From an optimization exercise on the open Yosys and OpenROAD flow, aimed at small area, a short achievable clock period and few clock cycles; shortcuts taken in it are not production practice.
Only simulation tests tie the RTL to the original design; equivalence was not proved.
Power figures rest on the tool's default switching activity, not on a simulated workload.

<file path="design/flow/config.mk">
export PLATFORM = sky130hd
export DESIGN_NAME = CA_CA3
export DESIGN_NICKNAME = CA_CA3
export VERILOG_FILES = /design/flow/design.v
export SDC_FILE = /design/flow/constraint.sdc
export NUM_CORES = 4
export LEC_CHECK = 0
export CAP_MARGIN = 20
export CORE_MARGIN = 2
export CORE_UTILIZATION = 40
export SLEW_MARGIN = 20
</file>
<file path="design/flow/constraint.sdc">
create_clock -name core_clock -period 5.0 [get_ports {clk}]
set_input_delay 1.0000 -clock core_clock [delete_from_list [all_inputs] [get_ports {clk}]]
set_output_delay 1.0000 -clock core_clock [all_outputs]
set_load 0.01 [all_outputs]
</file>
<file path="design/flow/design.v">
module ALU(input [7:0] R1, R2, input [1:0] controlSignal, output reg[7:0] out);
  always @(*) begin
    case (controlSignal)
    	0: out = R1 + R2;
    	1: out = R1 - R2;
    	2: out = R1 & R2;
    	3: out = ~R1;
    endcase
  end
endmodule
module PC(input clk, rst, En, input [4:0] in, output reg [4:0] out);
	always @(posedge clk) begin
		if (rst) out <= 0;
		else if(En) out <= in;
	end
endmodule
module Register(input clk,input [7:0] in,output reg [7:0] out);
	always @(posedge clk) begin
		out <= in;
	end
endmodule
module RegisterEn(input clk, En, input [7:0] in, output reg [7:0] out);
	always @(posedge clk) begin
		if(En) out <= in;
	end
endmodule
module Stack(input clk, rst, push, pop, tos, input [7:0] d_in, output [7:0] d_out);
	reg [7:0] Registers [0:31];
	reg [4:0] top;
	always @(posedge clk) begin
		if (push) Registers[top] <= d_in;
	end
	always @(posedge clk) begin
		if (rst) top <= 0;
		else if (push) top <= top + 1;
		else if (pop) top <= top - 1;
	end
	assign d_out = Registers[top - 5'd1];
endmodule
module Controller (input clk, rst, zero, input [2:0] opcode,
                   output reg pcEn, insEn, dataEn, Aen, Ben, resultEn,
                   jumpSel, dataAdrSel, memDataSel, pcPlus,
                   WE, RE, push, pop, tos, output reg [1:0] aluSignal);
    reg [3:0] presentState, nextState;
    always @(posedge clk) begin
        if (rst) presentState <= 0;
        else presentState <= nextState;
    end
    always @(presentState, zero, opcode) begin
        case(presentState)
            0: nextState = 1;
            1: nextState = 2;
            2: begin
                case(opcode)
                    0: nextState = 3;
                    1: nextState = 3;
                    2: nextState = 3;
                    3: nextState = 5;
                    4: nextState = 8;
                    5: nextState = 11;
                    6: nextState = 13;
                    7: nextState = 3;
                endcase
            end
            3: begin
                if(opcode == 7)
                    nextState = zero ? 13 : 0;
                else nextState = 4;
            end
            4: nextState = 6;
            5: nextState = 6;
            6: nextState = 7;
            7: nextState = 0;
            8: nextState = 9;
            9: nextState = 10;
            10: nextState = 0;
            11: nextState = 12;
            12: nextState = 0;
            13: nextState = 0;
            default: nextState = 0;
        endcase
    end
    always @(presentState, opcode) begin
        {pcEn, insEn, dataEn, Aen, Ben, resultEn, jumpSel, dataAdrSel, memDataSel, pcPlus, WE, RE, push, pop, tos} = 15'b 0;
        aluSignal = 0;
        case(presentState)
            0: RE = 1;
            1: {pcEn, pcPlus, insEn} = 3'b 111;
            2: ;
            3: {Aen, pop} = 2'b 11;
            4: {Ben, pop} = 2'b 11;
            5: {pop, Aen} = 2'b 11;
            6: aluSignal = (opcode == 3) ? 2'd3 : opcode[1:0];
            7: push = 1;
            8: {dataAdrSel, RE} = 2'b 11;
            9: dataEn = 1;
            10: {memDataSel, push} = 2'b 11;
            11: {pop, Aen, dataAdrSel} = 3'b 111;
            12: {WE, dataAdrSel} = 2'b 11;
            13: {jumpSel, pcEn} = 2'b 11;
            default: ;
        endcase
    end
endmodule
module DataPath(input clk, rst, pcEn, insEn, dataEn, Aen, Ben, resultEn,
                input jumpSel, dataAdrSel, memDataSel, pcPlus,
                input WE, RE, push, pop, tos,
                input [1:0] aluSignal,
                input [7:0] RD,
                output [4:0] memAdr, output [7:0] WD,
                output [2:0] opcode, output zero);
    wire [4:0] pcInput, pcOutput, userAdr;
    wire [7:0] Ins, Data, d_in, d_out, A, B, ALU_A, ALU_B, ALUout, result;
    assign pcInput = jumpSel ? userAdr : ALUout[4:0];
    PC pc(clk, rst, pcEn, pcInput, pcOutput);
    assign memAdr = dataAdrSel ? userAdr : pcOutput;
    assign WD = A;
    RegisterEn instructionReg(clk, insEn, RD, Ins);
    RegisterEn dataReg(clk, dataEn, RD, Data);
    assign d_in = memDataSel ? Data : result;
    Stack stack(clk, rst, push, pop, tos, d_in,  d_out);
    RegisterEn Areg(clk, Aen, d_out, A);
    RegisterEn Breg(clk, Ben, d_out, B);
    assign ALU_A = pcPlus ? {3'b0, pcOutput} : A;
    assign ALU_B = pcPlus ? 8'd1 : B;
    ALU alu(ALU_A, ALU_B, aluSignal, ALUout);
    Register resultReg(clk, ALUout, result);
    assign zero = (d_out == 0);
    assign opcode = Ins[7:5];
    assign userAdr = Ins[4:0];
endmodule
module CA_CA3(input clk, input rst,
              input [7:0] mem_rdata,
              output [4:0] mem_addr, output [7:0] mem_wdata,
              output mem_we, output mem_re);
wire pcEn, insEn, dataEn, Aen, Ben, resultEn,
	jumpSel, dataAdrSel, memDataSel, pcPlus,
	WE, RE, push, pop, tos, zero;
wire [2:0] opcode;
wire [1:0] aluSignal;
 DataPath dp(clk, rst, pcEn, insEn, dataEn, Aen, Ben, resultEn,
            jumpSel, dataAdrSel, memDataSel, pcPlus,
            WE, RE, push, pop, tos,
            aluSignal,
            mem_rdata, mem_addr, mem_wdata,
            opcode, zero);
 Controller ct(clk, rst, zero, opcode,
               pcEn, insEn, dataEn, Aen, Ben, resultEn,
               jumpSel, dataAdrSel, memDataSel, pcPlus,
               WE, RE, push, pop, tos, aluSignal);
 assign mem_we = WE;
 assign mem_re = RE;
endmodule
</file>
<file path="design/flow/run.sh">
#!/bin/bash
# synth_recipe.tcl (not shown) runs the flow's synth.tcl, then flattens the netlist and writes it again
# the make line also repeats each setting of config.mk as NAME=value (left out here)
make -C /OpenROAD-flow-scripts/flow DESIGN_CONFIG=/design/flow/config.mk WORK_HOME=/design/flow/orfs CLKGATE_MAP_FILE= SYNTH_SCRIPT=/design/flow/synth_recipe.tcl finish
</file>
==> summary.md <==
| Metric | Value |
|---|---|
| Sequential power share | 38.6% |
| Starting density of the core | 40.7% |
| Sw frac | 34.3% |
| GR Util met1 | 24.1% |
| Root buffer cell | clkbuf_16 |
| Vias | 7,181 |
| Clock Path Buffers | 3 |
| Routability cong. | 0.818 |
| Worst Setup SP | dp.stack.top[1] |
| Min Tclk post-route | 3.79 ns |
| CORE AREA | 0.0325 mm^2 |
| Setup repair after global routing missed its margin | false |
| Syn Area/Cell | 16.1 um^2 |
| Drt first pass iters | 8 |
| Htree depth | 2 |
| Post-CTS sizing | 0 |
| Buffers on Ports | 24 |
| Post-synth EDFFs | 288 |
| Worst setup margin | 1.21 ns |
| Initial antenna violation count | 0 |
| Req. time, crit path | 5.41 ns |
| Leak pwr | 4.85 nW |
| Grt ovf | 0 |
| Clock power frac | 27.7% |
| Commonest non-fill, non-tap cell in the layout | edfxtp_1 |
| Met3 Track Usage GR | 3.27% |
| Pin count of the biggest net entering global routing | 41 |
| Dpl hpwl | 18,100 um |
| Reg-to-reg critical path startpoint | dp.stack.top[1] |
| Max Clk Rate | 264 MHz |
| Final hold violation count | 0 |
| Max IR drop VDD | 0.297 mV |
| Layout Skew | 0.0108 ns |
| Die width | 186 um |
| Met2 Resource Use GR | 27.5% |
| TritonCTS Buffers | 35 |
| Ys flop type | edfxtp_1 |
| Vias per inst | 5.44 |
| Reg clk slew, reported paths | 0.06 ns |
| CP Class | flip-flop to flip-flop |
| Slew headroom | 36.1% |
| CP arrival | 4.20 ns |
| GRT Max-Usage Layer | met2 |
| Post-Route WL | 28,700 um |
| Cell Rows | 66 |
| Async set-or-reset flop fraction in the synthesized netlist | 0% |
| Seq cells post-synth | 314 |
| Setup crit end kind | flip-flop |
| Setup TNS | 0 ns |
| Int Pwr | 0.00622 W |
| Global-route wire length before repair | 44,000 um |
| Synthesized netlist net count | 845 |
| Period Utilization, post-route | 75.8% |
| GR Util All Layers | 17.1% |
| Post-layout nets | 875 |
| Post-synthesis instance area | 0.0132 mm^2 |
| Post-CTS setup buffer count | 0 |
| Vias in the first global route | 7,150 |
| Startpoint Class | flip-flop |
| Sequential area share after synthesis | 69.2% |
| Hold WC Path Type | flip-flop to flip-flop |
| Final ANT Viol Nets | 0 |
| Final Slew Violations | 0 |
| Gate power share | 33.7% |
| Hold_sp | dp.pc.out[2] |
| Post-layout util | 46.4% |
| Vert. Die Dim | 186 um |
| # DRC | 0 |
| CP Cell Sequence | inv_1 -> ha_2 -> buf_4 -> mux4_2 -> nand2_1 -> and3_1 -> o22ai_1 -> or4_4 -> a211oi_2 |
| Number of diodes | 0 |
| Max_cap viols | 0 |
| Wire per inst | 21.7 um |
| Design area | 0.0151 mm^2 |
| DR iter-0 viols | 755 |
| Clk Latency, worst-skew pair | 0.51 ns |
| IO Count | 25 |
| Hold buffer count at CTS | 0 |
| Worst Path Max Fanout | 26 |
| Clk sinks | 314 |
| Most frequent cells in the layout | edfxtp_1 (288), nor2_1 (99), nand2_1 (70) |
| Fraction of layout cells with a size suffix above 1 | 18.4% |
| Area delta synth->final | 13.9% |
| P_sw | 0.00324 W |
| TritonCTS clock tree | yes |
| Final setup vio count | 0 |
| CP peak stage delay | 0.87 ns |
| Post-synth cell types | 65 |
| Outcome | timing/DRC/antenna clean |
| Post-synthesis instance total | 821 |
| Post-DP Area | 0.0139 mm^2 |
| Die footprint | 0.0346 mm^2 |
| CP max-delay cell | ha_2 |
| PD cells | 627 mW/mm^2 |
| Slew @ Worst Pin | 0.956 ns |
| Pre-CTS setup slack | 1.20 ns |
| Synth warn | 6 |
| Worst hold slack | 0.560 ns |
## cells in the mapped netlist (6+ instances only)
library cell    n  area (um^2)
nand4_1         9         56.3
o22ai_1         6         37.5
inv_1          13         48.8
o21ai_0        19         95.1
mux2i_1        13          130
nand3_1         8         40.0
ha_1           13          163
o211ai_1       11         82.6
nand2_1        70          263
nand2b_1        7         43.8
xnor2_1        12          105
a21oi_1        22          110
nor2b_1         6         37.5
edfxtp_1      288         8650
mux2_2         18          203
dfxtp_1        26          521
nor2_1         99          372
buf_6           6         67.6
clkbuf_1       25         93.8
mux4_2         64         1440
and3_1          9         56.3
## routing by layer
metal	share of wire, %	vias to the layer above
met5	0	-
met4	1.8	0
met3	5.8	47
met2	48	213
met1	45	3666
li1	-	3255
## cell families after synthesis
group                      share of synthesized area (%)
AOI/OAI and AO/OA                                   5.05
xor gates and xnor gates                           0.926
adders and majority gates                           1.38
buffers and inverters                               2.13
DFF                                                 69.2
muxes                                               13.4
and+or+nand+nor                                     7.90
## per-stage QoR
step | power [W] | std cells
2_1_floorplan | 0.00580 | 821
3_3_place_gp | 0.00685 | 1256
3_5_place_dp | 0.00688 | 1256
4_1_cts | 0.00952 | 1319
5_1_grt | 0.00996 | 1319
6_report | 0.00946 | 1319
## critical path, delay by kind of cell, from the launching register on
kind / cells / cell delay, ns
buf+inv: 2 / 0.61
fa+ha+maj: 1 / 0.87
compound gates: 2 / 0.33
simple gates: 3 / 0.89
flops: 1 / 0.62
mux: 1 / 0.38
## layout make-up
cell class,count,area [um^2]
Fill cell,2833,17400
Tap cell,442,553
Clock buffer,44,951
Clock inverter,19,231
Multi-Input combinational cell,452,3820
Sequential cell,314,9170
Inverter,15,58.8
Timing Repair Buffer,33,308
## power groups by stage
stage / Sequential (W) / Combinational (W) / Clock (W)
finish: 0.00366 / 0.00319 / 0.00262
global route: 0.00368 / 0.00350 / 0.00278
floorplan: 0.00359 / 0.00221 / 0
global placement: 0.00370 / 0.00315 / 0
CTS: 0.00365 / 0.00319 / 0.00267
detailed placement: 0.00371 / 0.00318 / 0
## path summary, 6_finish.rpt
path,slack (ns),end,cells after the start
setup / recovery,1.21,ct.presentState[2],9
hold / removal,0.56,dp.pc.out[2],2
setup reg to reg,1.21,ct.presentState[2],9
hold reg to reg,0.56,dp.pc.out[2],2
## flip-flops by register name (all words and copies together) (netlist names), 5 cells and up, named ones only
signal                 count
dp.stack.Registers       256
dp.Breg.out                8
dp.resultReg.out           8
dp.Areg.out                8
dp.stack.top               5
dp.instructionReg.out      8
dp.dataReg.out             8
dp.pc.out                  5
Testbench counts, summed over its fixed seeds: cycles 266,593.

[separate check: timing with driven ports]
How much do the figures lean on ideal ports? The routed layout below was timed once more, with nothing changed but the port constraints.
Step 1 (the two cells are an assumption about what drives the block):
set clk [get_ports {clk}]
set_driving_cell -lib_cell sky130_fd_sc_hd__clkbuf_16 $clk
set_driving_cell -lib_cell sky130_fd_sc_hd__buf_2 [delete_from_list [all_inputs] $clk]
Step 2 times the ports against the registers' clock, not the clock port: input delays grow and output delays shrink by t, the midpoint of the rising clock arrivals with the driver on.
a / b / c = ideal / step 1 / step 2; a / b = the first two.
shift t [ns]: 0.549
setup slack, ns: 1.211 / 1.168 / 1.211
worst register clock-pin slew, ns: 0.07 / 0.07
pins driven straight from the clock port: 1
After both steps setup and hold are still met in this run. The setup slack of this run moves by -0.043 ns with the drivers and by 0.000 ns with both steps.
